This design comes from an exercise in tuning for small area and a short achievable clock period on the open sky130 flow, not from production work. RTL that was checked went through simulation tests only; none was proved equivalent to the original. For run 6, only the layout was checked, not whether the RTL still works.

### standard.sh
#!/bin/bash
# synth_recipe.tcl (not shown) runs the flow's synth.tcl, then flattens the netlist and writes it again
# the make line also repeats each setting of config.mk as NAME=value (left out here)
make -C /OpenROAD-flow-scripts/flow DESIGN_CONFIG=/design/flow/config.mk WORK_HOME=/design/flow/orfs CLKGATE_MAP_FILE= SYNTH_SCRIPT=/design/flow/synth_recipe.tcl "${@:-finish}"
### constraint.sdc
create_clock -name core_clock -period 10.0 [get_ports {clk}]
set_input_delay 2.0000 -clock core_clock [delete_from_list [all_inputs] [get_ports {clk}]]
set_output_delay 2.0000 -clock core_clock [all_outputs]
set_load 0.01 [all_outputs]
### flow/make_args.txt
BUFFER_PORTS_ARGS=-buffer_cell sky130_fd_sc_hd__buf_1
CTS_ARGS=-sink_clustering_enable -repair_clock_nets -dont_use_dummy_load
### flow/margin.txt
6.3
### flow/my_synth.tcl
proc synth {args} { yosys synth -nofsm -noshare {*}$args }
proc abc {args} {
  set new {}
  set skip 0
  foreach a $args {
    if {$skip} { set skip 0; lappend new $::env(MY_ABC_SCRIPT); continue }
    if {$a eq "-script"} { set skip 1; lappend new $a; continue }
    lappend new $a
  }
  if {[info exists ::env(MY_ABC_D)]} {
    set i [lsearch $new -D]
    if {$i >= 0} { set new [lreplace $new $i [expr {$i+1}]] }
    lappend new -D $::env(MY_ABC_D)
  }
  puts "MY ABC: $new"
  yosys abc {*}$new
}
source $::env(SCRIPTS_DIR)/synth.tcl
# left out here: clear keep_hierarchy, flatten, clean up, hide names made inside functions, write 1_2_yosys.v
### flow/abc_map.script
strash
&get -n
&st
&dch
&nf
&put
buffer -c
topo
stime -c
upsize -c {D}
dnsize -c {D}
stime -c
### config.mk
export PLATFORM = sky130hd
export DESIGN_NAME = cordic_cos
export DESIGN_NICKNAME = cordic_cos
export VERILOG_FILES = /design/flow/design.v
export SDC_FILE = /design/flow/constraint.sdc
export NUM_CORES = 4
export LEC_CHECK = 0
export CAP_MARGIN = 20
export CORE_MARGIN = 2
export CORE_UTILIZATION = 40
export SLEW_MARGIN = 20
### design.v
`timescale 1ns/1ps
module sra16 (
    input  wire [31:0] d,
    input  wire [3:0]  h,
    input  wire [3:0]  q,
    output wire [31:0] o
);
    wire [46:0] de = {{15{d[31]}}, d};
    wire [46:0] m;
    genvar k;
    generate
        for (k = 0; k < 44; k = k + 1) begin : lo
            assign m[k] = (h[0] & de[k]) | (h[1] & de[k+1]) | (h[2] & de[k+2]) | (h[3] & de[k+3]);
        end
        for (k = 44; k < 47; k = k + 1) begin : hi
            assign m[k] = d[31];
        end
        for (k = 0; k < 32; k = k + 1) begin : out
            assign o[k] = (q[0] & m[k]) | (q[1] & m[k+4]) | (q[2] & m[k+8]) | (q[3] & m[k+12]);
        end
    endgenerate
endmodule
module carries32 (
    input  wire [31:0] a,
    input  wire [31:0] b,
    output wire [31:0] c
);
    wire [31:0] g [0:6];
    wire [31:0] p [0:6];
    assign g[0] = a & b;
    assign p[0] = a ^ b;
    genvar l, k;
    generate
        for (l = 0; l < 5; l = l + 1) begin : ks
            for (k = 0; k < 32; k = k + 1) begin : bk
                if ((k & 1) && k >= (1 << l)) begin : n
                    assign g[l+1][k] = g[l][k] | (p[l][k] & g[l][k - (1 << l)]);
                    assign p[l+1][k] = p[l][k] & p[l][k - (1 << l)];
                end else begin : w
                    assign g[l+1][k] = g[l][k];
                    assign p[l+1][k] = p[l][k];
                end
            end
        end
        for (k = 0; k < 32; k = k + 1) begin : ev
            if (!(k & 1) && k >= 2) begin : n
                assign g[6][k] = g[5][k] | (p[5][k] & g[5][k-1]);
            end else begin : w
                assign g[6][k] = g[5][k];
            end
            assign p[6][k] = p[5][k];
        end
    endgenerate
    assign c = {g[6][30:0], 1'b0};
endmodule
module cordic_cos (
    input  wire        clk,
    input  wire        rst,
    input  wire [31:0] angle_in,
    output reg  [31:0] cos_out,
    output reg  [31:0] sin_out
);
    localparam [31:0] K = 32'h4DBA76D0;
    reg [4:0] c;
    wire load = c[4] & c[0];
    wire publ = c[4] & ~c[0];
    always @(posedge clk or posedge rst) begin
        if (rst)
            c <= 5'd17;
        else if (c[4])
            c <= c[0] ? 5'd0 : 5'd17;
        else
            c <= c + 5'd1;
    end
    reg [31:0] atan;
    always @(*) begin
        case (c[3:0])
            4'd0:  atan = 32'h3243F6A9;
            4'd1:  atan = 32'h1DAC6705;
            4'd2:  atan = 32'h0FADBAFC;
            4'd3:  atan = 32'h07F56EA6;
            4'd4:  atan = 32'h03FEAB76;
            4'd5:  atan = 32'h01FFD55B;
            4'd6:  atan = 32'h00FFFABA;
            4'd7:  atan = 32'h007FFFD5;
            4'd8:  atan = 32'h003FFFFF;
            4'd9:  atan = 32'h001FFFFF;
            4'd10: atan = 32'h000FFFFF;
            4'd11: atan = 32'h0007FFFF;
            4'd12: atan = 32'h0003FFFF;
            4'd13: atan = 32'h0001FFFF;
            4'd14: atan = 32'h0000FFFF;
            default: atan = 32'h00007FFF;
        endcase
    end
    wire [3:0] snext = (load | c[4]) ? 4'd0 : c[3:0] + 4'd1;
    wire [3:0] hn = 4'b0001 << snext[1:0];
    wire [3:0] qn = 4'b0001 << snext[3:2];
    reg  [3:0] hx, qx, hyn, qyn;
    always @(posedge clk) begin
        hx  <= hn;
        qx  <= qn;
        hyn <= ~hn;
        qyn <= ~qn;
    end
    reg [31:0] x, y, z;
    reg        zpos;
    wire [31:0] xs, ys;
    sra16 shx (.d(x), .h(hx), .q(qx), .o(xs));
    sra16 shy (.d(y), .h(~hyn), .q(~qyn), .o(ys));
    wire [31:0] sx = {32{zpos}};      
    wire [31:0] sy = {32{z[31]}};     
    wire [31:0] ax = x ^ sx, ay = y ^ sy, az = z ^ sx;
    wire [31:0] cx, cy;                          
    carries32 kx (.a(ax), .b(ys), .c(cx));
    carries32 ky (.a(ay), .b(xs), .c(cy));
    wire [31:0] cz;
    carries32 kz (.a(az), .b(atan), .c(cz));
    wire [31:0] xn = x ^ ys ^ cx;
    wire [31:0] yn = y ^ xs ^ cy;
    wire [31:0] zn = z ^ atan ^ cz;
    always @(posedge clk) begin
        if (load) begin
            zpos <= ~angle_in[31];
            x <= K;
            y <= 32'd0;
            z <= angle_in;
        end else begin
            x <= xn;
            y <= yn;
            zpos <= ~zn[31];
            z <= zn;
        end
    end
    always @(posedge clk or posedge rst) begin
        if (rst) begin
            cos_out <= 32'd0;
            sin_out <= 32'd0;
        end else if (publ) begin
            cos_out <= x;
            sin_out <= y;
        end
    end
endmodule
### flow/run.sh
#!/bin/bash
# The standard layout (standard.sh, with its config and SDC), with these changes:
# - synthesis runs ORFS's synth.tcl through flow/my_synth.tcl, which differs from
#   synth_recipe.tcl only in the ABC script: flow/abc_map.script (delay-driven
#   mapping) with the delay target in flow/abc_d.txt;
# - repair_timing aims for the setup margin in flow/margin.txt;
# - flow/make_args.txt: further ORFS variables, one per line (port buffer cell, ...).
# The clock period, SDC, reset and I/O constraints are the standard flow's own.
set -euo pipefail
W=$PWD
export MY_ABC_SCRIPT=$W/flow/abc_map.script
export MY_ABC_D=$(cat $W/flow/abc_d.txt)
M=$(cat $W/flow/margin.txt)
ARGS=()
while IFS= read -r line; do [ -n "$line" ] && ARGS+=("$line"); done < $W/flow/make_args.txt
bash $W/standard.sh SYNTH_SCRIPT=$W/flow/my_synth.tcl SETUP_SLACK_MARGIN=$M "${ARGS[@]}" \
  finish > $W/flow_standard.log 2>&1
### flow/abc_d.txt
1500
==> reports/metrics.json, run 1 <==
{
  "post_synth_most_frequent_cells": {"value": "sky130_fd_sc_hd__nand2_1, sky130_fd_sc_hd__a21oi_1, sky130_fd_sc_hd__o21ai_0"},
  "cts_root_buf": {"value": "sky130_fd_sc_hd__clkbuf_16"},
  "drt_iter0_drc": {"value": 1297},
  "clk-insertion-delay-late": {"value": 0.45, "unit": "ns"},
  "worst_hold_startpoint": {"value": "sin_out[9]"},
  "worstHoldEndpoint": {"value": "sin_out[9]"},
  "crit_required": {"value": 10.38, "unit": "ns"},
  "cts_hold_repair.buffers": {"value": 0},
  "multi_input_area": {"value": 9480, "unit": "um^2"},
  "slew_worst_pin": {"value": 0.986, "unit": "ns"},
  "worstPathArrival": {"value": 4.01, "unit": "ns"},
  "grt_antenna_before_repair": {"value": 0},
  "fin_worst_skew": {"value": 0.0250, "unit": "ns"},
  "initial_core_utilization": {"value": 0.404},
  "port_buffers": {"value": 97},
  "final_hold_viol_count": {"value": 0},
  "drc_errors": {"value": 0},
  "antennaDiodeCount": {"value": 0},
  "synth_seq_area_share": {"value": 0.296},
  "synthesis.nets": {"value": 1795},
  "vias": {"value": 12500},
  "outcome": {"value": "no timing/DRC/antenna violations"},
  "fin_setup_tns": {"value": 0, "unit": "ns"},
  "worstReg2RegEnd": {"value": "x[21]"},
  "htree_num_levels": {"value": 4},
  "numClockSinks": {"value": 182},
  "first_global_vias": {"value": 11600},
  "reg2reg_setup_slack": {"value": 6.37, "unit": "ns"},
  "cts_tree": {"value": "yes"},
  "post-synth-top-count-cell": {"value": "sky130_fd_sc_hd__nand2_1"},
  "setup-violations-final": {"value": 0},
  "cp-start-kind": {"value": "flop"},
  "dp_hpwl": {"value": 29600, "unit": "um"},
  "syn_area_per_cell": {"value": 8.12, "unit": "um^2"},
  "synth.top_cell.area_share": {"value": 0.168},
  "final-max-slew-violation-count": {"value": 0},
  "firstDrtPassIters": {"value": 10},
  "slew_headroom": {"value": 0.343},
  "critical_path.reg2reg.startpoint": {"value": "hyn[3]"},
  "grt_start_max_net_pins": {"value": 96},
  "area_growth_syn_to_layout": {"value": 14.3, "unit": "%"},
  "grt_setup_unrepaired": {"value": "true"},
  "synth_seq_cells": {"value": 182},
  "grt_pass1_wl": {"value": 63300, "unit": "um"},
  "r2r.worst_path.cells": {"value": 14},
  "filler_cell_count": {"value": 3390},
  "timing.critical_path.to_type": {"value": "flop"},
  "final_net_count": {"value": 1833},
  "gp_congestion": {"value": 0.944},
  "final_core_util": {"value": 0.462},
  "synthesis.area": {"value": 13500, "unit": "um^2"},
  "drive_above_1_share": {"value": 0.113},
  "totalWireLength": {"value": 40800, "unit": "um"},
  "timing.max_cap.violations": {"value": 0},
  "postSynth.topFlopCell": {"value": "sky130_fd_sc_hd__dfxtp_1"},
  "fmax": {"value": 276, "unit": "MHz"},
  "top_level_ports": {"value": 98},
  "fin_crit_sh": {"value": 0.363},
  "number_of_warnings_reported_in_the_yosys_synthesis_log": {"value": 2},
  "antenna_left": {"value": 0},
  "track_usage": {"value": 0.225},
  "max-clock-path-buffers": {"value": 2},
  "yosysTopAreaCell": {"value": "sky130_fd_sc_hd__dfxtp_1"},
  "clk_transition_reported_paths": {"value": 0.06, "unit": "ns"},
  "placement_row_count": {"value": 67},
  "die-area": {"value": 35200, "unit": "um^2"},
  "routed_wire_length_per_instance": {"value": 19.0, "unit": "um"},
  "worstHoldPathCells": {"value": 2},
  "die_h": {"value": 188, "unit": "um"},
  "asr_flop_ratio_synth": {"value": 0.379},
  "crit_path_class": {"value": "flop to flop"},
  "edff_count_synth": {"value": 0},
  "die_w": {"value": 188, "unit": "um"},
  "gr-total-overflow": {"value": 0},
  "synthTopCellsByArea": {"value": "sky130_fd_sc_hd__dfxtp_1, sky130_fd_sc_hd__dfrtp_1, sky130_fd_sc_hd__ha_1"},
  "register_area": {"value": 4040, "unit": "um^2"},
  "synth.distinct_cells": {"value": 62},
  "core_region_area": {"value": 33400, "unit": "um^2"},
  "post_drt_via_cell_ratio": {"value": 5.82},
  "cts_buffers": {"value": 17},
  "min_period": {"value": 3.63, "unit": "ns"},
  "worstPathMaxFanout": {"value": 9},
  "hold_class": {"value": "flop to flop"},
  "post_synth_inst_count": {"value": 1663}
}
## placed cells by master (no fill, tap or decap), types with 10 or more instances in the layout
cell type,instances
sky130_fd_sc_hd__ha_1,96
sky130_fd_sc_hd__a221oi_4,13
sky130_fd_sc_hd__xor2_1,125
sky130_fd_sc_hd__a222oi_1,44
sky130_fd_sc_hd__dfrtp_1,66
sky130_fd_sc_hd__o21a_1,10
sky130_fd_sc_hd__buf_1,97
sky130_fd_sc_hd__a21oi_2,16
sky130_fd_sc_hd__o21ai_0,126
sky130_fd_sc_hd__buf_4,29
sky130_fd_sc_hd__nor2b_1,16
sky130_fd_sc_hd__dfxtp_1,97
sky130_fd_sc_hd__clkbuf_16,17
sky130_fd_sc_hd__mux2_2,34
sky130_fd_sc_hd__nor2_1,101
sky130_fd_sc_hd__a21oi_1,168
sky130_fd_sc_hd__o22a_1,16
sky130_fd_sc_hd__xnor2_1,96
sky130_fd_sc_hd__a21o_1,13
sky130_fd_sc_hd__o221ai_1,19
sky130_fd_sc_hd__nand2_1,211
sky130_fd_sc_hd__inv_1,57
sky130_fd_sc_hd__a22oi_1,13
sky130_fd_sc_hd__o22ai_1,33
## layer usage
metal	routed length, um	track usage	vias to the layer above	share of wire
li1	-	-	6057	-
met1	17600	0.285	5941	0.43
met2	19500	0.383	424	0.48
met3	2070	0.0329	82	0.051
met4	1620	0.0887	0	0.040
met5	0	0	-	0
## critical path: stages, from the launching register on
cell	delay, ns
sky130_fd_sc_hd__dfxtp_4	0.44
sky130_fd_sc_hd__clkinvlp_4	0.12
sky130_fd_sc_hd__buf_4	0.20
sky130_fd_sc_hd__a221oi_4	0.34
sky130_fd_sc_hd__o22a_1	0.23
sky130_fd_sc_hd__o221ai_1	0.24
sky130_fd_sc_hd__ha_1	0.29
sky130_fd_sc_hd__a21oi_1	0.23
sky130_fd_sc_hd__o21ai_0	0.16
sky130_fd_sc_hd__a21o_1	0.21
sky130_fd_sc_hd__a31oi_2	0.35
sky130_fd_sc_hd__o21ai_0	0.24
sky130_fd_sc_hd__a21oi_1	0.20
sky130_fd_sc_hd__xor3_1	0.22
sky130_fd_sc_hd__nand2_1	0.07
## layout make-up
| cell class | count | area share |
|---|---|---|
| clock buffer | 17 | 0.0276 |
| inverter | 65 | 0.0175 |
| multi-input combinational | 1302 | 0.615 |
| sequential | 182 | 0.262 |
| tap | 448 | 0.0363 |
| timing repair buffer | 131 | 0.0410 |
| timing repair inverter | 2 | 0.00105 |
## per-stage QoR
step	worst slack [ns]	cell area [um^2]	hold slack [ns]	std cells
after global placement	5.65	14100	0.462	2102
after floorplan	6.40	13500	0.464	1663
after CTS	6.30	14900	0.483	2127
after global routing	6.21	15400	0.499	2147
after detailed placement	5.50	14100	0.470	2102
final	6.37	15400	0.475	2147
## worst max-delay path by stage
stage	startpoint	to	slack [ns]	cells past startpoint
after global placement	hyn[2]	x[27]	5.65	12
final	hyn[3]	x[21]	6.37	14
after global routing	hyn[3]	x[21]	6.21	13
after detailed placement	hyn[2]	x[27]	5.50	12
after CTS	c[0]	z[27]	6.30	15
after floorplan	hyn[1]	x[27]	6.40	14
## cells by family (layout without fill, tap and decap cells)
logic type / after synthesis / count (layout) / share of synthesized area
AOI/OAI and AO/OA: 561 / 561 / 0.266
xor gates and xnor gates: 225 / 225 / 0.150
adders and majority gates: 98 / 98 / 0.0909
buffers and inverters: 179 / 215 / 0.0502
DFF: 182 / 182 / 0.296
muxes: 35 / 35 / 0.0291
and+or+nand+nor: 383 / 383 / 0.118
## flip-flops by register name, summed over array words and instances, names as in the netlist
signal,count
cos_out,32
sin_out,32
x,32
y,32
z,32
c,5
hx,4
hyn,4
qx,4
qyn,4
zpos,1
## repair_timing
item                                    in CTS  in global routing
gates cloned                                 1                  1
pin swaps                                    1                 24
endpoints found under the setup margin      49                 47
gates resized for setup                     60                 85
buffers inserted                             7                 19
==> inputs of run 2 (changes only) <==
==> flow/margin.txt (replaced) <==
6.6
==> run 2 against run 1 <==
Net effect:
- synthesized cell count did not move
- register-to-register slack improved by 0.06 ns
- sequential cell count unchanged
- core utilization increased by 6.0 points
==> reports/metrics.json, run 2 <==
{
  "outcome": {"value": "no timing/DRC/antenna violations"},
  "commonest_non_fill_non_tap_cell_in_the_layout": {"value": "sky130_fd_sc_hd__nand2_1"},
  "dp_slack": {"value": 5.54, "unit": "ns"},
  "synth.distinct_cells": {"value": 62},
  "drive_above_1_share": {"value": 0.257},
  "fmax": {"value": 281, "unit": "MHz"},
  "cts_hold_repair.buffers": {"value": 0},
  "vias": {"value": 13300},
  "cts_root_buf": {"value": "sky130_fd_sc_hd__clkbuf_16"},
  "port_buffers": {"value": 97},
  "cts_buffers": {"value": 17},
  "multi_input_area": {"value": 10300, "unit": "um^2"},
  "final_cell_mix": {"value": "sky130_fd_sc_hd__nand2_1, sky130_fd_sc_hd__a21oi_1, sky130_fd_sc_hd__xor2_1"},
  "firstDrtPassIters": {"value": 14},
  "cp-start-kind": {"value": "flop"},
  "clk-insertion-delay-late": {"value": 0.45, "unit": "ns"},
  "top_usage_layer": {"value": "met2"},
  "slew_headroom": {"value": 0.231},
  "routed_wire_length_per_instance": {"value": 19.7, "unit": "um"},
  "post_dp_cell_area": {"value": 14100, "unit": "um^2"},
  "crit_path_class": {"value": "flop to flop"},
  "antenna_left": {"value": 0},
  "setup-violations-final": {"value": 0},
  "grtUsageMet2": {"value": 0.395},
  "final_core_util": {"value": 0.522},
  "timing.critical_path.to_type": {"value": "flop"},
  "crit_required": {"value": 10.37, "unit": "ns"},
  "register_area": {"value": 4070, "unit": "um^2"},
  "postSynth.topFlopCell": {"value": "sky130_fd_sc_hd__dfxtp_1"},
  "slew_worst_pin": {"value": 1.15, "unit": "ns"},
  "reg2reg_setup_slack": {"value": 6.44, "unit": "ns"},
  "hold-worst-slack": {"value": 0.482, "unit": "ns"},
  "synth_seq_cells": {"value": 182},
  "htree_num_levels": {"value": 4},
  "postLayoutCellArea": {"value": 17400, "unit": "um^2"},
  "track_usage": {"value": 0.238},
  "initial_core_utilization": {"value": 0.404},
  "final_hold_viol_count": {"value": 0},
  "fin_setup_tns": {"value": 0, "unit": "ns"},
  "antennaDiodeCount": {"value": 0},
  "filler_cell_count": {"value": 3110},
  "grt.met3_usage": {"value": 0.0367},
  "synthTopCellsByArea": {"value": "sky130_fd_sc_hd__dfxtp_1, sky130_fd_sc_hd__dfrtp_1, sky130_fd_sc_hd__ha_1"},
  "final_net_count": {"value": 1957},
  "grt_pass1_wl": {"value": 67300, "unit": "um"},
  "asr_flop_ratio_synth": {"value": 0.379},
  "timing.max_cap.violations": {"value": 0},
  "clk_transition_reported_paths": {"value": 0.07, "unit": "ns"},
  "area_growth_syn_to_layout": {"value": 29.1, "unit": "%"},
  "gp_congestion": {"value": 0.964},
  "final-max-slew-violation-count": {"value": 0},
  "drc_errors": {"value": 0},
  "post_synth_inst_count": {"value": 1663},
  "first_global_vias": {"value": 12300},
  "top_level_ports": {"value": 98},
  "grt_start_max_net_pins": {"value": 105},
  "edff_count_synth": {"value": 0},
  "number_of_warnings_reported_in_the_yosys_synthesis_log": {"value": 2},
  "numClockSinks": {"value": 182},
  "worstPathMaxFanout": {"value": 7},
  "placement_row_count": {"value": 67},
  "core_region_area": {"value": 33400, "unit": "um^2"},
  "totalWireLength": {"value": 44800, "unit": "um"},
  "max-clock-path-buffers": {"value": 2},
  "die-area": {"value": 35200, "unit": "um^2"},
  "die_w": {"value": 188, "unit": "um"},
  "grt_setup_unrepaired": {"value": "true"},
  "cts_tree": {"value": "yes"},
  "post_synth_most_frequent_cells": {"value": "sky130_fd_sc_hd__nand2_1, sky130_fd_sc_hd__a21oi_1, sky130_fd_sc_hd__o21ai_0"},
  "grt_antenna_before_repair": {"value": 1},
  "worstPathArrival": {"value": 3.93, "unit": "ns"},
  "synth_seq_area_share": {"value": 0.296},
  "post-synth-top-count-cell": {"value": "sky130_fd_sc_hd__nand2_1"},
  "fin_worst_skew": {"value": 0.0190, "unit": "ns"},
  "drt_iter0_drc": {"value": 1460},
  "synthesis.nets": {"value": 1795},
  "synth.top_cell.area_share": {"value": 0.168},
  "hold_class": {"value": "flop to flop"},
  "gr-total-overflow": {"value": 0},
  "grt_use_met1": {"value": 0.302},
  "die_h": {"value": 188, "unit": "um"},
  "fin_crit_sh": {"value": 0.356},
  "yosysTopAreaCell": {"value": "sky130_fd_sc_hd__dfxtp_1"},
  "syn_area_per_cell": {"value": 8.12, "unit": "um^2"},
  "synthesis.area": {"value": 13500, "unit": "um^2"},
  "layout_setup_ws": {"value": 6.44, "unit": "ns"},
  "min_period": {"value": 3.56, "unit": "ns"},
  "dp_hpwl": {"value": 29700, "unit": "um"},
  "post_drt_via_cell_ratio": {"value": 5.85}
}
## run 2: cell counts after synthesis
No cell type changed its count.
## run 2: cells by family (layout without fill, tap and decap cells)
logic type / Yosys count / after routing / synth area share
AOI/OAI and AO/OA: 561 / 561 / 0.266
xor gates and xnor gates: 225 / 225 / 0.150
adders and majority gates: 98 / 98 / 0.0909
buffers and inverters: 179 / 339 / 0.0502
DFF: 182 / 182 / 0.296
muxes: 35 / 35 / 0.0291
and+or+nand+nor: 383 / 383 / 0.118
## run 2: repair_timing
action | CTS | global route
gates cloned | 2 | 0
gates resized for setup | 159 | 219
pin swaps | 44 | 103
buffers inserted | 62 | 86
endpoints found under the setup margin | 70 | 52
endpoints found under the hold margin | 0 | 0
## run 2: per-stage QoR
| step | cells |
|---|---|
| global route | 2271 |
| floorplan | 1663 |
| global placement | 2104 |
| CTS | 2185 |
| finish | 2271 |
| detailed placement | 2104 |
## run 2: final cells by class
cell class                 count  share of cell area
timing repair buffer         255               0.100
sequential                   182               0.233
multi-input combinational   1302               0.593
clock buffer                  17              0.0244
timing repair inverter         2             0.00108
tap                          448              0.0322
inverter                      65              0.0157
## run 2: worst paths after layout
check	to	depth (start not counted)	start
min in group asynchronous	cos_out[9]	3	rst
hold / removal	sin_out[15]	2	sin_out[15]
setup reg to reg	y[29]	13	hx[2]
hold reg to reg	sin_out[15]	2	sin_out[15]
setup / recovery	y[29]	13	hx[2]
max in group asynchronous	c[3]	3	rst
## run 2: layer usage
layer | routed length, um | vias up | part of all wire
met1 | 18900 | 6280 | 0.42
met4 | 1650 | 0 | 0.037
met3 | 2750 | 120 | 0.061
met5 | 0 | - | 0
met2 | 21500 | 580 | 0.48
li1 | - | 6309 | -
## run 2: critical path: stages (launching register included)
cell and delay, ns:
sky130_fd_sc_hd__dfxtp_4 0.38, sky130_fd_sc_hd__buf_4 0.18, sky130_fd_sc_hd__a222oi_1 0.35, sky130_fd_sc_hd__nand2_1 0.20, sky130_fd_sc_hd__a222oi_1 0.35, sky130_fd_sc_hd__nand2_1 0.30
sky130_fd_sc_hd__ha_4 0.32, sky130_fd_sc_hd__nand4_1 0.16, sky130_fd_sc_hd__nor3_1 0.08, sky130_fd_sc_hd__a211o_2 0.41, sky130_fd_sc_hd__a311o_1 0.35, sky130_fd_sc_hd__a21oi_2 0.18
sky130_fd_sc_hd__o21ai_1 0.08, sky130_fd_sc_hd__a21oi_1 0.14
==> inputs of run 3 (changes only) <==
==> flow/abc_d.txt (replaced) <==
2000
==> flow/abc_map.script (replaced) <==
strash
dch
map -B 0.9 {D}
topo
stime -c
buffer -c
upsize -c {D}
dnsize -c {D}
stime -c
==> flow/margin.txt (replaced) <==
6.5
--- a/config.mk
+++ b/config.mk
@@ -8,4 +8,4 @@
 export CAP_MARGIN = 20
 export CORE_MARGIN = 2
-export CORE_UTILIZATION = 40
+export CORE_UTILIZATION = 50
 export SLEW_MARGIN = 20
==> run 3 against run 2 <==
Net effect:
- count of clock-buffer cells in the layout stayed put
- global-route usage is 6.5 points higher
- routed wire length is 2.4% higher
- clock skew is 0.0054 ns higher
- cell count is 8.8% higher
- setup slack better by 0.25 ns
- critical path depth is 5 higher
- via count is 4.8% higher
- hold slack worse by 0.0027 ns
- largest cell class unchanged
==> reports/metrics.json, run 3 <==
{
  "outcome": {"value": "no timing/DRC/antenna violations"},
  "asr_flop_ratio_synth": {"value": 0.379},
  "cts_tree": {"value": "yes"},
  "fin_worst_skew": {"value": 0.0244, "unit": "ns"},
  "fmax": {"value": 302, "unit": "MHz"},
  "synthesis.nets": {"value": 2176},
  "cts_hold_repair.buffers": {"value": 0},
  "post_synth_most_frequent_cells": {"value": "sky130_fd_sc_hd__nand2_1, sky130_fd_sc_hd__inv_1, sky130_fd_sc_hd__nor2_1"},
  "antennaDiodeCount": {"value": 0},
  "area_growth_syn_to_layout": {"value": 8.75, "unit": "%"},
  "drive_above_1_share": {"value": 0.0703},
  "postSynth.topFlopCell": {"value": "sky130_fd_sc_hd__dfxtp_1"},
  "firstDrtPassIters": {"value": 6},
  "fin_setup_tns": {"value": 0, "unit": "ns"},
  "max-clock-path-buffers": {"value": 2},
  "timing.critical_path.cells": {"value": "inv_1, o22ai_1, nor2_1, o22ai_1, a21oi_1, nand2_1, ha_1, nand2_1, nor2_1, inv_1, o21ai_1, nand3_1, o311ai_0, a21oi_1, nand2_2, nand2_1, a21oi_1, nor2_1"},
  "synth.top_cell.area_share": {"value": 0.158},
  "die-area": {"value": 30000, "unit": "um^2"},
  "drt_iter0_drc": {"value": 1426},
  "setup-violations-final": {"value": 0},
  "min_period": {"value": 3.31, "unit": "ns"},
  "fin_crit_sh": {"value": 0.331},
  "synth.distinct_cells": {"value": 54},
  "first_global_vias": {"value": 12900},
  "dp_hpwl": {"value": 35300, "unit": "um"},
  "post_synth_inst_count": {"value": 2044},
  "edff_count_synth": {"value": 0},
  "syn_area_per_cell": {"value": 7.00, "unit": "um^2"},
  "htree_num_levels": {"value": 4},
  "initial_core_utilization": {"value": 0.511},
  "yosysTopAreaCell": {"value": "sky130_fd_sc_hd__dfxtp_1"},
  "placement_row_count": {"value": 61},
  "cp_slowest_cell": {"value": "sky130_fd_sc_hd__nor2_1"},
  "synth_seq_area_share": {"value": 0.279},
  "port_buffers": {"value": 97},
  "final_net_count": {"value": 2226},
  "commonest_non_fill_non_tap_cell_in_the_layout": {"value": "sky130_fd_sc_hd__nand2_1"},
  "number_of_warnings_reported_in_the_yosys_synthesis_log": {"value": 2},
  "totalWireLength": {"value": 45900, "unit": "um"},
  "gr-total-overflow": {"value": 0},
  "timing.critical_path.to_type": {"value": "flop"},
  "die_w": {"value": 173, "unit": "um"},
  "worst_hold_startpoint": {"value": "cos_out[23]"},
  "synthesis.area": {"value": 14300, "unit": "um^2"},
  "post_drt_via_cell_ratio": {"value": 5.64},
  "track_usage": {"value": 0.303},
  "numClockSinks": {"value": 182},
  "antenna_left": {"value": 0},
  "vias": {"value": 13900},
  "worstPathMaxFanout": {"value": 5},
  "clk-insertion-delay-late": {"value": 0.45, "unit": "ns"},
  "drc_errors": {"value": 0},
  "grt_pass1_wl": {"value": 71700, "unit": "um"},
  "final_cell_mix": {"value": "sky130_fd_sc_hd__nand2_1, sky130_fd_sc_hd__inv_1, sky130_fd_sc_hd__xor2_1"},
  "synth_seq_cells": {"value": 182},
  "crit_path_class": {"value": "flop to flop"},
  "slew_worst_pin": {"value": 0.897, "unit": "ns"},
  "final-max-slew-violation-count": {"value": 0},
  "grt_antenna_before_repair": {"value": 0},
  "cts_buffers": {"value": 17},
  "final_core_util": {"value": 0.555},
  "grt_start_max_net_pins": {"value": 100},
  "routed_wire_length_per_instance": {"value": 18.6, "unit": "um"},
  "critical_path.reg2reg.startpoint": {"value": "y[28]"},
  "worstPathArrival": {"value": 3.65, "unit": "ns"},
  "grt_setup_unrepaired": {"value": "true"},
  "post-synth-top-count-cell": {"value": "sky130_fd_sc_hd__nand2_1"},
  "gp_congestion": {"value": 0.958},
  "core_region_area": {"value": 28000, "unit": "um^2"},
  "hold_class": {"value": "flop to flop"},
  "die_h": {"value": 173, "unit": "um"},
  "top_level_ports": {"value": 98},
  "crit_required": {"value": 10.34, "unit": "ns"},
  "clk_transition_reported_paths": {"value": 0.07, "unit": "ns"},
  "final_hold_viol_count": {"value": 0},
  "synthTopCellsByArea": {"value": "sky130_fd_sc_hd__dfxtp_1, sky130_fd_sc_hd__dfrtp_1, sky130_fd_sc_hd__xor2_1"},
  "cp-startpoint": {"value": "y[28]"},
  "cts_root_buf": {"value": "sky130_fd_sc_hd__clkbuf_16"},
  "slew_headroom": {"value": 0.402},
  "timing.critical_path.slowest_cell_delay": {"value": 0.39, "unit": "ns"},
  "timing.max_cap.violations": {"value": 0},
  "cp-start-kind": {"value": "flop"}
}
==> run 3: routing by layer <==
| layer | vias up | GRT usage | share of wire |
|---|---|---|---|
| met5 | - | 0 | 0 |
| met4 | 0 | 0.0996 | 0.027 |
| met3 | 71 | 0.0453 | 0.071 |
| met2 | 566 | 0.487 | 0.45 |
| met1 | 6387 | 0.417 | 0.45 |
| li1 | 6905 | - | - |
==> run 3: worst paths after layout <==
| kind | slack, ns | cells past startpoint | to |
|---|---|---|---|
| min in group asynchronous | 1.83 | 3 | cos_out[25] |
| min reg2reg | 0.48 | 2 | cos_out[23] |
| max | 6.69 | 18 | x[31] |
| max reg2reg | 6.69 | 18 | x[31] |
| min | 0.48 | 2 | cos_out[23] |
| max in group asynchronous | 7.51 | 3 | c[2] |
==> run 3: final cells by class <==
| class | count | area [um^2] |
|---|---|---|
| fillers | 2845 | 12500 |
| repair buffers | 111 | 473 |
| multi-input cells | 1545 | 9210 |
| inverters | 234 | 926 |
| repair inverters | 3 | 20.0 |
| well taps | 378 | 473 |
| flip-flops and latches | 182 | 4030 |
| clock buffers | 17 | 425 |
==> run 3: repair_timing <==
item	4_1_cts	5_1_grt
gates cloned	0	3
resized for setup	11	68
pin swaps	0	1
buffers inserted	5	2
endpoints found under the setup margin	36	52
==> run 3: critical path: cells and delay by family, from the launching register on <==
kind                     cells  cell delay, ns
adder cells (fa/ha/maj)      1            0.32
AO/OA/AOI/OAI                7            1.03
buffers and inverters        2            0.38
flip-flops                   1            0.37
AND/OR/NAND/NOR              8            1.11
==> run 3: cells by family (layout without fill, tap and decap cells) <==
logic type / count (synthesis) / in the layout / share of synthesized area
adder cells (fa/ha/maj): 98 / 98 / 0.0857
AO/OA/AOI/OAI: 552 / 552 / 0.224
XOR/XNOR: 211 / 211 / 0.129
flip-flops: 182 / 182 / 0.279
AND/OR/NAND/NOR: 684 / 684 / 0.195
buffers and inverters: 317 / 365 / 0.0879
==> run 3: per-stage QoR <==
step	setup WS (ns)	cells	hold WS, ns	area [um^2]
3_3_place_gp	6.22	2443	0.463	14800
5_1_grt	6.42	2470	0.503	15600
2_1_floorplan	7.06	2044	0.465	14300
6_report	6.69	2470	0.479	15600
4_1_cts	6.46	2465	0.486	15300
3_5_place_dp	6.12	2443	0.471	14800
==> inputs of run 4 (changes only) <==
--- a/config.mk
+++ b/config.mk
@@ -8,4 +8,4 @@
 export CAP_MARGIN = 20
 export CORE_MARGIN = 2
-export CORE_UTILIZATION = 50
+export CORE_UTILIZATION = 40
 export SLEW_MARGIN = 20
==> run 4 against run 3 <==
Net effect:
- routed wire length fell by 0.56%
- cell area rose by 1.1%
- critical path depth is 2 lower
- global-route usage down 5.8 points
- core utilization fell by 11 points
- non-clock buffer count rose by 9
- via count is 0.19% lower
- largest cell class unchanged
==> reports/metrics.json, run 4 <==
{
  "synth.distinct_cells": {"value": 54},
  "cts_tree": {"value": "yes"},
  "cts_root_buf": {"value": "sky130_fd_sc_hd__clkbuf_16"},
  "outcome": {"value": "no timing/DRC/antenna violations"},
  "timing.critical_path.to_type": {"value": "flop"},
  "post-synth-top-count-cell": {"value": "sky130_fd_sc_hd__nand2_1"},
  "commonest_non_fill_non_tap_cell_in_the_layout": {"value": "sky130_fd_sc_hd__nand2_1"},
  "crit_path_class": {"value": "flop to flop"},
  "worstHoldEndpoint": {"value": "sin_out[28]"},
  "final-max-slew-violation-count": {"value": 0},
  "slew_worst_pin": {"value": 1.04, "unit": "ns"},
  "post_synth_inst_count": {"value": 2044},
  "routed_wire_length_per_instance": {"value": 17.8, "unit": "um"},
  "filler_cell_count": {"value": 3693},
  "final_hold_viol_count": {"value": 0},
  "gr-total-overflow": {"value": 0},
  "port_buffers": {"value": 97},
  "drc_errors": {"value": 0},
  "die_h": {"value": 193, "unit": "um"},
  "asr_flop_ratio_synth": {"value": 0.379},
  "dp_hpwl": {"value": 35000, "unit": "um"},
  "cp-start-kind": {"value": "flop"},
  "post_layout_nonfiller_instances": {"value": 2561},
  "fin_setup_tns": {"value": 0, "unit": "ns"},
  "worstHoldPathCells": {"value": 2},
  "min_period": {"value": 3.30, "unit": "ns"},
  "cts_hold_repair.buffers": {"value": 0},
  "worstPathMaxFanout": {"value": 8},
  "post_drt_via_cell_ratio": {"value": 5.43},
  "postSynth.topFlopCell": {"value": "sky130_fd_sc_hd__dfxtp_1"},
  "area_growth_syn_to_layout": {"value": 9.97, "unit": "%"},
  "max-clock-path-buffers": {"value": 2},
  "timing.max_cap.violations": {"value": 0},
  "clk-insertion-delay-late": {"value": 0.45, "unit": "ns"},
  "crit_required": {"value": 10.33, "unit": "ns"},
  "dp_slack": {"value": 6.12, "unit": "ns"},
  "die_w": {"value": 193, "unit": "um"},
  "critical_path.reg2reg.startpoint": {"value": "c[0]"},
  "final_net_count": {"value": 2234},
  "synthesis.nets": {"value": 2176},
  "grt_antenna_before_repair": {"value": 0},
  "core_region_area": {"value": 35400, "unit": "um^2"},
  "antennaDiodeCount": {"value": 0},
  "synthTopCellsByArea": {"value": "sky130_fd_sc_hd__dfxtp_1, sky130_fd_sc_hd__dfrtp_1, sky130_fd_sc_hd__xor2_1"},
  "top_level_ports": {"value": 98},
  "final_cell_mix": {"value": "sky130_fd_sc_hd__nand2_1, sky130_fd_sc_hd__inv_1, sky130_fd_sc_hd__xor2_1"},
  "syn_area_per_cell": {"value": 7.00, "unit": "um^2"},
  "first_global_vias": {"value": 13100},
  "fin_crit_sh": {"value": 0.330},
  "worst_hold_startpoint": {"value": "sin_out[28]"},
  "synth_seq_cells": {"value": 182},
  "yosysTopAreaCell": {"value": "sky130_fd_sc_hd__dfxtp_1"},
  "post_synth_most_frequent_cells": {"value": "sky130_fd_sc_hd__nand2_1, sky130_fd_sc_hd__inv_1, sky130_fd_sc_hd__nor2_1"},
  "drive_above_1_share": {"value": 0.0738},
  "numClockSinks": {"value": 182},
  "grt_start_max_net_pins": {"value": 103},
  "final_core_util": {"value": 0.444},
  "drt_iter0_drc": {"value": 1296},
  "dpl.cell_count": {"value": 2525},
  "worstReg2RegEnd": {"value": "z[26]"},
  "totalWireLength": {"value": 45600, "unit": "um"},
  "track_usage": {"value": 0.246},
  "reg2reg_setup_slack": {"value": 6.70, "unit": "ns"},
  "placement_row_count": {"value": 69},
  "initial_core_utilization": {"value": 0.404},
  "firstDrtPassIters": {"value": 6},
  "worstPathArrival": {"value": 3.63, "unit": "ns"},
  "grt_setup_unrepaired": {"value": "true"},
  "hold_class": {"value": "flop to flop"},
  "fmax": {"value": 303, "unit": "MHz"},
  "htree_num_levels": {"value": 4},
  "edff_count_synth": {"value": 0},
  "vias": {"value": 13900},
  "synth_seq_area_share": {"value": 0.279},
  "number_of_warnings_reported_in_the_yosys_synthesis_log": {"value": 2},
  "synth.top_cell.area_share": {"value": 0.158},
  "die-area": {"value": 37300, "unit": "um^2"},
  "grt_pass1_wl": {"value": 70900, "unit": "um"},
  "gp_congestion": {"value": 0.951},
  "antenna_left": {"value": 0},
  "layout_setup_ws": {"value": 6.70, "unit": "ns"},
  "setup-violations-final": {"value": 0},
  "r2r.worst_path.cells": {"value": 16},
  "fin_worst_skew": {"value": 0.0220, "unit": "ns"},
  "slew_headroom": {"value": 0.310},
  "clk_transition_reported_paths": {"value": 0.06, "unit": "ns"},
  "synthesis.area": {"value": 14300, "unit": "um^2"},
  "cts_buffers": {"value": 17}
}
==> run 4: cell count changes in the layout (fill, tap and decap cells not counted), moves of 3 or more <==
cell	delta
sky130_fd_sc_hd__o221ai_1	-3
sky130_fd_sc_hd__inv_2	-4
sky130_fd_sc_hd__o221ai_2	+3
sky130_fd_sc_hd__inv_1	+5
sky130_fd_sc_hd__dfxtp_2	-3
sky130_fd_sc_hd__dfxtp_1	+3
sky130_fd_sc_hd__buf_4	+8
sky130_fd_sc_hd__nor2_2	+3
==> run 4: logic make-up after synthesis <==
group,Yosys count,synth area share
xor+xnor,211,0.129
flops,182,0.279
buf+inv,317,0.0879
compound gates,552,0.224
simple gates,684,0.195
fa+ha+maj,98,0.0857
==> run 4: cell type report <==
type	instances	area (um^2)	area share
clock buffer	17	425	0.0270
timing repair inverter	2	15.0	0.000954
timing repair buffer	120	544	0.0346
multi-input combinational	1545	9230	0.586
tap	461	577	0.0367
inverter	234	921	0.0585
sequential	182	4020	0.256
==> run 4: what timing repair did <==
action                                  4_1_cts  5_1_grt
pin swaps                                     1        6
gates resized for setup                      17       63
endpoints found under the setup margin       46       56
buffers inserted                              3       14
gates cloned                                  0        2
==> run 4: per-layer routing <==
layer	wire [um]	vias to the layer above	track usage
met2	21200	486	0.409
met5	0	-	0
met1	20400	6393	0.325
met4	1590	0	0.0973
met3	2380	86	0.0282
li1	-	6937	-
==> run 4: worst max-delay path by stage <==
stage                start  endpoint  slack, ns  cells past startpoint
finish                c[0]     z[26]       6.70                     16
global route        hyn[2]     x[31]       6.45                     19
CTS                 hyn[2]     x[31]       6.45                     19
detailed placement  hyn[0]     x[31]       6.12                     17
global placement    hyn[0]     x[31]       6.11                     17
floorplan             c[0]     z[27]       7.06                     17
==> run 4: stage by stage <==
| stage | hold WS, ns | cell area [um^2] |
|---|---|---|
| after detailed placement | 0.471 | 14900 |
| after global placement | 0.464 | 14900 |
| after floorplan | 0.465 | 14300 |
| after global routing | 0.505 | 15700 |
| final | 0.479 | 15700 |
| after CTS | 0.487 | 15400 |
==> run 4: critical path, cell delays in order (launching register included) <==
cell and delay, ns:
sky130_fd_sc_hd__dfstp_2 0.63, sky130_fd_sc_hd__clkinvlp_4 0.14, sky130_fd_sc_hd__ha_2 0.39, sky130_fd_sc_hd__nand2_1 0.11, sky130_fd_sc_hd__a21oi_2 0.24, sky130_fd_sc_hd__inv_1 0.07
sky130_fd_sc_hd__ha_1 0.20, sky130_fd_sc_hd__a21o_1 0.17, sky130_fd_sc_hd__a21oi_1 0.21, sky130_fd_sc_hd__o21ai_1 0.12, sky130_fd_sc_hd__nand2_1 0.11, sky130_fd_sc_hd__nand3_2 0.14
sky130_fd_sc_hd__nand2_1 0.09, sky130_fd_sc_hd__o211ai_1 0.14, sky130_fd_sc_hd__or2_2 0.31, sky130_fd_sc_hd__nand3_1 0.07, sky130_fd_sc_hd__nand2_1 0.06
==> inputs of run 5 (changes only) <==
==> flow/margin.txt (replaced) <==
6.6
==> run 5 against run 4 <==
Net effect:
- critical path type unchanged
- core utilization up 0.75 points
- count of clock-buffer cells in the layout is the same
- setup slack improved by 0.038 ns
- sequential share of layout area shrank 0.39 points
==> reports/metrics.json, run 5 <==
{
  "filler_cell_count": {"value": 3672},
  "cts_buffers": {"value": 17},
  "post_drt_via_cell_ratio": {"value": 5.43},
  "synth.distinct_cells": {"value": 54},
  "drt_iter0_drc": {"value": 1306},
  "grt_pass1_wl": {"value": 71100, "unit": "um"},
  "post_dp_cell_area": {"value": 14900, "unit": "um^2"},
  "grt.met3_usage": {"value": 0.0282},
  "placement_row_count": {"value": 69},
  "final_net_count": {"value": 2253},
  "slew_headroom": {"value": 0.307},
  "drive_above_1_share": {"value": 0.0963},
  "dp_hpwl": {"value": 35000, "unit": "um"},
  "cp-start-kind": {"value": "flop"},
  "cts_root_buf": {"value": "sky130_fd_sc_hd__clkbuf_16"},
  "worst_path_dominant_cell_family": {"value": "compound AO/OA/AOI/OAI gates"},
  "layout_setup_ws": {"value": 6.74, "unit": "ns"},
  "max-clock-path-buffers": {"value": 2},
  "syn_area_per_cell": {"value": 7.00, "unit": "um^2"},
  "die-area": {"value": 37300, "unit": "um^2"},
  "outcome": {"value": "no timing/DRC/antenna violations"},
  "gp_congestion": {"value": 0.951},
  "hold_class": {"value": "flop to flop"},
  "totalWireLength": {"value": 46300, "unit": "um"},
  "die_w": {"value": 193, "unit": "um"},
  "first_global_vias": {"value": 13100},
  "post_synth_inst_count": {"value": 2044},
  "setup-violations-final": {"value": 0},
  "timing.critical_path.to_type": {"value": "flop"},
  "asr_flop_ratio_synth": {"value": 0.379},
  "crit_path_class": {"value": "flop to flop"},
  "antennaDiodeCount": {"value": 0},
  "cp_num_buf_inv": {"value": 4},
  "grtUsageMet2": {"value": 0.410},
  "min_period": {"value": 3.26, "unit": "ns"},
  "hold-worst-slack": {"value": 0.479, "unit": "ns"},
  "commonest_non_fill_non_tap_cell_in_the_layout": {"value": "sky130_fd_sc_hd__nand2_1"},
  "fin_setup_tns": {"value": 0, "unit": "ns"},
  "post_layout_nonfiller_instances": {"value": 2580},
  "synthesis.nets": {"value": 2176},
  "final_cell_mix": {"value": "sky130_fd_sc_hd__nand2_1, sky130_fd_sc_hd__inv_1, sky130_fd_sc_hd__xor2_1"},
  "post_synth_most_frequent_cells": {"value": "sky130_fd_sc_hd__nand2_1, sky130_fd_sc_hd__inv_1, sky130_fd_sc_hd__nor2_1"},
  "grt_antenna_before_repair": {"value": 0},
  "track_usage": {"value": 0.246},
  "timing.critical_path.cells": {"value": "inv_1, o22ai_1, a221oi_4, o211ai_1, buf_4, ha_1, a21oi_1, inv_1, a31oi_1, inv_1, a21oi_1, nor2_1, a211oi_1, nand2_1, nand2_1, nand3_1, nand2_1, nor2_1"},
  "fmax": {"value": 307, "unit": "MHz"},
  "timing.critical_path.slowest_cell_delay": {"value": 0.42, "unit": "ns"},
  "drc_errors": {"value": 0},
  "synthesis.area": {"value": 14300, "unit": "um^2"},
  "grt_start_max_net_pins": {"value": 103},
  "timing.max_cap.violations": {"value": 0},
  "grt_setup_unrepaired": {"value": "true"},
  "fin_crit_sh": {"value": 0.326},
  "postLayoutCellArea": {"value": 16000, "unit": "um^2"},
  "worstPathMaxFanout": {"value": 6},
  "dpl.cell_count": {"value": 2525},
  "clk_transition_reported_paths": {"value": 0.07, "unit": "ns"},
  "postSynth.topFlopCell": {"value": "sky130_fd_sc_hd__dfxtp_1"},
  "die_h": {"value": 193, "unit": "um"},
  "routed_wire_length_per_instance": {"value": 17.9, "unit": "um"},
  "final_hold_viol_count": {"value": 0},
  "gr-total-overflow": {"value": 0},
  "htree_num_levels": {"value": 4},
  "crit_required": {"value": 10.35, "unit": "ns"},
  "fin_worst_skew": {"value": 0.0211, "unit": "ns"},
  "top_usage_layer": {"value": "met2"},
  "synthTopCellsByArea": {"value": "sky130_fd_sc_hd__dfxtp_1, sky130_fd_sc_hd__dfrtp_1, sky130_fd_sc_hd__xor2_1"},
  "cts_tree": {"value": "yes"},
  "edff_count_synth": {"value": 0},
  "firstDrtPassIters": {"value": 5},
  "synth_seq_cells": {"value": 182},
  "cts_hold_repair.buffers": {"value": 0},
  "port_buffers": {"value": 97},
  "initial_core_utilization": {"value": 0.404},
  "post-synth-top-count-cell": {"value": "sky130_fd_sc_hd__nand2_1"},
  "grt_use_met1": {"value": 0.326},
  "synth.top_cell.area_share": {"value": 0.158},
  "antenna_left": {"value": 0},
  "vias": {"value": 14000},
  "dp_slack": {"value": 6.12, "unit": "ns"},
  "final-max-slew-violation-count": {"value": 0},
  "numClockSinks": {"value": 182},
  "core_region_area": {"value": 35400, "unit": "um^2"},
  "final_core_util": {"value": 0.452},
  "clk-insertion-delay-late": {"value": 0.45, "unit": "ns"},
  "yosysTopAreaCell": {"value": "sky130_fd_sc_hd__dfxtp_1"},
  "area_growth_syn_to_layout": {"value": 11.8, "unit": "%"},
  "number_of_warnings_reported_in_the_yosys_synthesis_log": {"value": 2},
  "cp_slowest_cell": {"value": "sky130_fd_sc_hd__a221oi_4"},
  "synth_seq_area_share": {"value": 0.279},
  "slew_worst_pin": {"value": 1.04, "unit": "ns"},
  "top_level_ports": {"value": 98},
  "worstPathArrival": {"value": 3.61, "unit": "ns"}
}
==> run 5: path summary, 6_finish.rpt <==
path                       depth (start not counted)  slack (ns)           to         from
setup / recovery                                  18        6.74        y[25]        x[23]
hold / removal                                     2        0.48  sin_out[28]  sin_out[28]
setup reg to reg                                  18        6.74        y[25]        x[23]
hold reg to reg                                    2        0.48  sin_out[28]  sin_out[28]
max in group asynchronous                          3        7.47         c[3]          rst
min in group asynchronous                          3        1.82  cos_out[14]          rst
==> run 5: layout make-up <==
type / instances / area, um^2 / share of cell area
Tap cell: 461 / 577 / 0.0361
Multi-Input combinational cell: 1545 / 9320 / 0.583
Timing Repair inverter: 3 / 22.5 / 0.00141
Inverter: 234 / 941 / 0.0588
Timing Repair Buffer: 138 / 683 / 0.0427
Sequential cell: 182 / 4030 / 0.252
Clock buffer: 17 / 425 / 0.0266
==> run 5: worst min-delay path: stages, from the launching register on <==
cell and delay, ns:
sky130_fd_sc_hd__dfrtp_1 0.34, sky130_fd_sc_hd__nand2_1 0.05, sky130_fd_sc_hd__o21ai_0 0.05
==> run 5: per-layer routing <==
layer | vias up | part of all wire
met3 | 80 | 0.050
met5 | - | 0
met1 | 6472 | 0.45
met4 | 0 | 0.033
met2 | 485 | 0.47
li1 | 6977 | -
==> run 5: repair_timing <==
item,CTS,global route
gates resized for setup,27,97
cloned,0,3
pin swaps,0,15
setup buffers,5,30
setup endpoints to repair,56,59
==> run 5: cell families (layout without fill, tap and decap cells) <==
logic type,Yosys count,after routing,synth area share
DFF,182,182,0.279
xor gates and xnor gates,211,211,0.129
AOI/OAI and AO/OA,552,552,0.224
buffers and inverters,317,392,0.0879
adders and majority gates,98,98,0.0857
and+or+nand+nor,684,684,0.195
==> inputs of run 6 (changes only) <==
--- a/design.v
+++ b/design.v
@@ -73,7 +73,9 @@
             c <= c + 5'd1;
     end
+    reg [3:0] ia;
+    always @(posedge clk) ia <= c[4] ? 4'd0 : c[3:0] + 4'd1;
     reg [31:0] atan;
     always @(*) begin
-        case (c[3:0])
+        case (ia)
             4'd0:  atan = 32'h3243F6A9;
             4'd1:  atan = 32'h1DAC6705;
==> flow/margin.txt (replaced) <==
6.5
==> run 6 against run 5 <==
Net effect:
- largest cell class unchanged
- synthesized cell count decreased by 0.54%
- hold slack hardly changed
- via count increased by 0.70%
- area after synthesis up 4.6%
- count of clock-buffer cells in the layout increased by 8
- critical path type unchanged
- sequential share of layout area grew 2.6 points
- still clean
- register-to-register slack lost 0.12 ns
- core utilization hardly changed
==> reports/metrics.json, run 6 <==
{
  "post-synth-top-count-cell": {"value": "sky130_fd_sc_hd__nand2_1"},
  "track_usage": {"value": 0.238},
  "outcome": {"value": "no timing/DRC/antenna violations"},
  "die_w": {"value": 197, "unit": "um"},
  "timing.critical_path.cells": {"value": "buf_4, inv_6, o22ai_1, nor2_2, inv_1, a21oi_1, o211ai_1, ha_1, a21oi_1, inv_1, a31oi_1, inv_1, a21oi_1, nor2_1, a211oi_1, nand2_1, nand2_1, nand3_1, nand2_1, nor2_1"},
  "postSynth.topFlopCell": {"value": "sky130_fd_sc_hd__dfxtp_1"},
  "drc_errors": {"value": 0},
  "core_region_area": {"value": 36700, "unit": "um^2"},
  "drive_above_1_share": {"value": 0.0947},
  "gr-total-overflow": {"value": 0},
  "post_synth_inst_count": {"value": 2033},
  "fin_worst_skew": {"value": 0.0275, "unit": "ns"},
  "fmax": {"value": 296, "unit": "MHz"},
  "min_period": {"value": 3.38, "unit": "ns"},
  "dp_slack": {"value": 6.04, "unit": "ns"},
  "die_h": {"value": 197, "unit": "um"},
  "post_synth_most_frequent_cells": {"value": "sky130_fd_sc_hd__nand2_1, sky130_fd_sc_hd__inv_1, sky130_fd_sc_hd__xor2_1"},
  "max-clock-path-buffers": {"value": 3},
  "timing.max_cap.violations": {"value": 0},
  "synthTopCellsByArea": {"value": "sky130_fd_sc_hd__dfxtp_1, sky130_fd_sc_hd__xor2_1, sky130_fd_sc_hd__dfrtp_1"},
  "cts_hold_repair.buffers": {"value": 0},
  "synth.distinct_cells": {"value": 59},
  "cp_slowest_cell": {"value": "sky130_fd_sc_hd__ha_1"},
  "r2r.worst_path.cells": {"value": 20},
  "grt_start_max_net_pins": {"value": 129},
  "port_buffers": {"value": 97},
  "edff_count_synth": {"value": 0},
  "synthesis.area": {"value": 15000, "unit": "um^2"},
  "synthesis.nets": {"value": 2165},
  "layout_setup_ws": {"value": 6.62, "unit": "ns"},
  "syn_area_per_cell": {"value": 7.36, "unit": "um^2"},
  "numClockSinks": {"value": 211},
  "number_of_warnings_reported_in_the_yosys_synthesis_log": {"value": 2},
  "multi_input_area": {"value": 9300, "unit": "um^2"},
  "top_level_ports": {"value": 98},
  "cp-start-kind": {"value": "flop"},
  "antenna_left": {"value": 0},
  "die-area": {"value": 39000, "unit": "um^2"},
  "dp_hpwl": {"value": 35800, "unit": "um"},
  "synth.top_cell.area_share": {"value": 0.190},
  "synth_seq_cells": {"value": 211},
  "worstHoldPathCells": {"value": 2},
  "first_global_vias": {"value": 13000},
  "clk_transition_reported_paths": {"value": 0.06, "unit": "ns"},
  "postLayoutCellArea": {"value": 16600, "unit": "um^2"},
  "slew_headroom": {"value": 0.386},
  "drt_iter0_drc": {"value": 1201},
  "synth_seq_area_share": {"value": 0.306},
  "grt_antenna_before_repair": {"value": 2},
  "totalWireLength": {"value": 47700, "unit": "um"},
  "fin_setup_tns": {"value": 0, "unit": "ns"},
  "crit_path_class": {"value": "flop to flop"},
  "grt_pass1_wl": {"value": 72300, "unit": "um"},
  "placement_row_count": {"value": 70},
  "initial_core_utilization": {"value": 0.408},
  "area_growth_syn_to_layout": {"value": 11.0, "unit": "%"},
  "register_area": {"value": 4610, "unit": "um^2"},
  "crit_required": {"value": 10.41, "unit": "ns"},
  "post_dp_cell_area": {"value": 15600, "unit": "um^2"},
  "reg2reg_setup_slack": {"value": 6.62, "unit": "ns"},
  "cts_buffers": {"value": 25},
  "slew_worst_pin": {"value": 0.921, "unit": "ns"},
  "cts_root_buf": {"value": "sky130_fd_sc_hd__clkbuf_16"},
  "asr_flop_ratio_synth": {"value": 0.327},
  "setup-violations-final": {"value": 0},
  "firstDrtPassIters": {"value": 5},
  "antennaDiodeCount": {"value": 0},
  "hold_class": {"value": "flop to flop"},
  "htree_num_levels": {"value": 1},
  "final_net_count": {"value": 2236},
  "fin_crit_sh": {"value": 0.338},
  "worstPathMaxFanout": {"value": 17},
  "final-max-slew-violation-count": {"value": 0},
  "vias": {"value": 14100},
  "post_drt_via_cell_ratio": {"value": 5.49},
  "final_hold_viol_count": {"value": 0},
  "gp_congestion": {"value": 0.931},
  "commonest_non_fill_non_tap_cell_in_the_layout": {"value": "sky130_fd_sc_hd__nand2_1"},
  "routed_wire_length_per_instance": {"value": 18.6, "unit": "um"},
  "filler_cell_count": {"value": 3770},
  "timing.critical_path.slowest_cell_delay": {"value": 0.35, "unit": "ns"},
  "grt_setup_unrepaired": {"value": "true"},
  "clk-insertion-delay-late": {"value": 0.54, "unit": "ns"},
  "cts_tree": {"value": "yes"},
  "yosysTopAreaCell": {"value": "sky130_fd_sc_hd__dfxtp_1"},
  "final_cell_mix": {"value": "sky130_fd_sc_hd__nand2_1, sky130_fd_sc_hd__inv_1, sky130_fd_sc_hd__xor2_1"},
  "timing.critical_path.to_type": {"value": "flop"},
  "worstPathArrival": {"value": 3.80, "unit": "ns"}
}
## run 6: critical path, delay by kind of cell (launching register included)
| kind | cells | cell delay (ns) |
|---|---|---|
| compound gates | 7 | 1.21 |
| flops | 1 | 0.30 |
| simple gates | 7 | 0.71 |
| buf+inv | 5 | 0.68 |
| fa+ha+maj | 1 | 0.35 |
## run 6: final cells by class
| cell class | instances | share of cell area |
|---|---|---|
| timing repair buffer | 120 | 0.0341 |
| sequential | 211 | 0.277 |
| multi-input combinational | 1517 | 0.560 |
| timing repair inverter | 2 | 0.000754 |
| clock buffer | 25 | 0.0377 |
| inverter | 227 | 0.0542 |
| tap | 468 | 0.0353 |
## run 6: final timing paths
check / start / endpoint
setup / recovery: hx[2] / y[25]
hold / removal: sin_out[26] / sin_out[26]
setup reg to reg: hx[2] / y[25]
hold reg to reg: sin_out[26] / sin_out[26]
max in group asynchronous: rst / sin_out[24]
min in group asynchronous: rst / cos_out[14]
## run 6: metrics by stage
step	hold WS (ns)	std cells	util
floorplan	0.465	2033	-
global placement	0.464	2528	0.425
detailed placement	0.470	2528	0.425
CTS	0.485	2557	0.445
global route	0.507	2570	0.452
finish	0.479	2570	0.452
## run 6: logic make-up after synthesis
group / share of synthesized area
buf+inv: 0.0836
simple gates: 0.187
compound gates: 0.216
fa+ha+maj: 0.0820
flops: 0.306
xor+xnor: 0.125
## run 6: what timing repair did
action | CTS | global route
pin swaps | 0 | 4
cloned | 0 | 2
gates resized for setup | 19 | 59
endpoints found under the setup margin | 33 | 42
setup buffers | 4 | 11
## run 6: metal layers
metal | track usage | routed length [um] | up-vias
met4 | 0.107 | 2160 | 0
li1 | - | - | 6950
met3 | 0.0335 | 2990 | 101
met2 | 0.385 | 21500 | 487
met1 | 0.316 | 21000 | 6574
met5 | 0 | 0 | -
==> inputs of run 7 (changes only) <==
--- a/design.v
+++ b/design.v
@@ -73,9 +73,7 @@
             c <= c + 5'd1;
     end
-    reg [3:0] ia;
-    always @(posedge clk) ia <= c[4] ? 4'd0 : c[3:0] + 4'd1;
     reg [31:0] atan;
     always @(*) begin
-        case (ia)
+        case (c[3:0])
             4'd0:  atan = 32'h3243F6A9;
             4'd1:  atan = 32'h1DAC6705;
==> flow/margin.txt (replaced) <==
6.7
--- a/config.mk
+++ b/config.mk
@@ -8,4 +8,4 @@
 export CAP_MARGIN = 20
 export CORE_MARGIN = 2
-export CORE_UTILIZATION = 40
+export CORE_UTILIZATION = 45
 export SLEW_MARGIN = 20
==> run 7 against run 6 <==
Net effect:
- via count grew 0.44%
- sequential share of layout area shrank 2.9 points
- area after synthesis shrank 4.4%
- critical endpoint is now z[29]
- global-route usage grew 3.6 points
- sequential cell count down 29
- non-clock buffer count rose by 34
==> reports/metrics.json, run 7 <==
{
  "crit_required": {"value": 10.34, "unit": "ns"},
  "outcome": {"value": "no timing/DRC/antenna violations"},
  "syn_area_per_cell": {"value": 7.00, "unit": "um^2"},
  "worstPathArrival": {"value": 3.48, "unit": "ns"},
  "dp_hpwl": {"value": 34900, "unit": "um"},
  "synthTopCellsByArea": {"value": "sky130_fd_sc_hd__dfxtp_1, sky130_fd_sc_hd__dfrtp_1, sky130_fd_sc_hd__xor2_1"},
  "placement_row_count": {"value": 65},
  "top_level_ports": {"value": 98},
  "fin_worst_skew": {"value": 0.0265, "unit": "ns"},
  "asr_flop_ratio_synth": {"value": 0.379},
  "post-synth-top-count-cell": {"value": "sky130_fd_sc_hd__nand2_1"},
  "final_hold_viol_count": {"value": 0},
  "track_usage": {"value": 0.274},
  "final_core_util": {"value": 0.518},
  "fin_setup_tns": {"value": 0, "unit": "ns"},
  "hold_class": {"value": "flop to flop"},
  "antenna_left": {"value": 0},
  "edff_count_synth": {"value": 0},
  "yosysTopAreaCell": {"value": "sky130_fd_sc_hd__dfxtp_1"},
  "synth_seq_cells": {"value": 182},
  "post_drt_via_cell_ratio": {"value": 5.59}
}
run 7: cell types whose count changed after synthesis, moves of 9 or more:
cell	change
sky130_fd_sc_hd__inv_1	+12
sky130_fd_sc_hd__nand2_4	-10
sky130_fd_sc_hd__o21ai_0	+13
sky130_fd_sc_hd__nand2_1	+34
sky130_fd_sc_hd__nor2_1	+22
sky130_fd_sc_hd__dfxtp_1	-29
sky130_fd_sc_hd__xor2_1	-9
run 7: kinds of logic after synthesis:
logic type,Yosys count,share of synthesized area
flip-flops,182,0.279
adder cells (fa/ha/maj),98,0.0857
AO/OA/AOI/OAI,552,0.224
AND/OR/NAND/NOR,684,0.195
buffers and inverters,317,0.0879
XOR/XNOR,211,0.129
run 7: path summary, 6_finish.rpt:
path / cells past startpoint / slack [ns] / endpoint / from
min: 2 / 0.48 / sin_out[6] / sin_out[6]
min in group asynchronous: 3 / 1.85 / cos_out[21] / rst
max reg2reg: 20 / 6.87 / z[29] / c[0]
max in group asynchronous: 3 / 7.44 / c[2] / rst
min reg2reg: 2 / 0.48 / sin_out[6] / sin_out[6]
max: 20 / 6.87 / z[29] / c[0]
run 7: repair_timing:
item                       CTS  global route
gates resized for setup     32           161
gates cloned                 0             3
setup endpoints to repair   61            64
buffers inserted             7            44
pin swaps                    0            28
run 7: layout make-up:
cell class | count | area, um^2 | area share
multi-input cells | 1545 | 9470 | 0.582
well taps | 402 | 503 | 0.0309
clock buffers | 17 | 425 | 0.0261
flip-flops and latches | 182 | 4040 | 0.248
repair inverters | 3 | 22.5 | 0.00138
repair buffers | 154 | 870 | 0.0535
inverters | 234 | 941 | 0.0578
run 7: per-layer routing:
layer  vias up  share of wire  track usage
met4         0          0.035        0.115
met1      6555           0.44        0.360
li1       7014              -            -
met5         -              0            0
met3        97          0.066       0.0489
met2       508           0.46        0.446
run 7: worst reg2reg max path: stages (launching register included):
cell	delay [ns]
sky130_fd_sc_hd__dfstp_2	0.60
sky130_fd_sc_hd__clkinvlp_4	0.18
sky130_fd_sc_hd__buf_4	0.19
sky130_fd_sc_hd__ha_1	0.19
sky130_fd_sc_hd__inv_1	0.07
sky130_fd_sc_hd__a21oi_1	0.08
sky130_fd_sc_hd__o21ai_1	0.15
sky130_fd_sc_hd__ha_1	0.30
sky130_fd_sc_hd__nand2_2	0.12
sky130_fd_sc_hd__inv_1	0.05
sky130_fd_sc_hd__a21oi_1	0.18
sky130_fd_sc_hd__o21ai_0	0.13
sky130_fd_sc_hd__a21oi_1	0.18
sky130_fd_sc_hd__nand2_2	0.11
sky130_fd_sc_hd__nand2_1	0.08
sky130_fd_sc_hd__nand2_1	0.09
sky130_fd_sc_hd__nand2_1	0.07
sky130_fd_sc_hd__nand2_1	0.06
sky130_fd_sc_hd__xnor2_1	0.12
sky130_fd_sc_hd__nand2_1	0.06
sky130_fd_sc_hd__nand2_1	0.05
run 7: stage by stage:
stage,instance area (um^2)
final,16300
after floorplan,14300
after global placement,14900
after global routing,16300
after detailed placement,14900
after CTS,15400

## what the ideal ports hide
Ports are ideal in the flow. The routed layouts listed here were re-timed in OpenROAD.
Step 1: set_driving_cell puts a clkbuf_16 on clk and a buf_2 on each other input, an assumption about the parent block.
Step 2 moves the port delays by t, midway between the first and last clock arrival at a register: inputs arrive t later, outputs are due t later. That takes back most of the time a late clock gives input paths.
Slacks: no drivers / after step 1 / after step 2; pairs: no drivers / after step 1.
| run | t (ns) | slack for setup (ns) | clock arrival spread, ns | worst data-port slew with drivers (ns) |
|---|---|---|---|---|
| run 1 | 0.489 | 6.375 / 6.375 / 6.375 | 0.025 / 0.025 | 0.04 |
| run 2 | 0.495 | 6.435 / 6.435 / 6.435 | 0.019 / 0.019 | 0.04 |
| run 3 | 0.495 | 6.685 / 6.685 / 6.685 | 0.024 / 0.025 | 0.03 |
| run 4 | 0.488 | 6.700 / 6.700 / 6.700 | 0.023 / 0.023 | 0.04 |
| run 5 | 0.490 | 6.738 / 6.738 / 6.738 | 0.022 / 0.022 | 0.04 |
| run 6 | 0.584 | 6.616 / 6.616 / 6.616 | 0.027 / 0.028 | 0.04 |
| run 7 | 0.503 | 6.866 / 6.866 / 6.866 | 0.027 / 0.026 | 0.04 |
After both steps setup and hold are still met in every run listed.
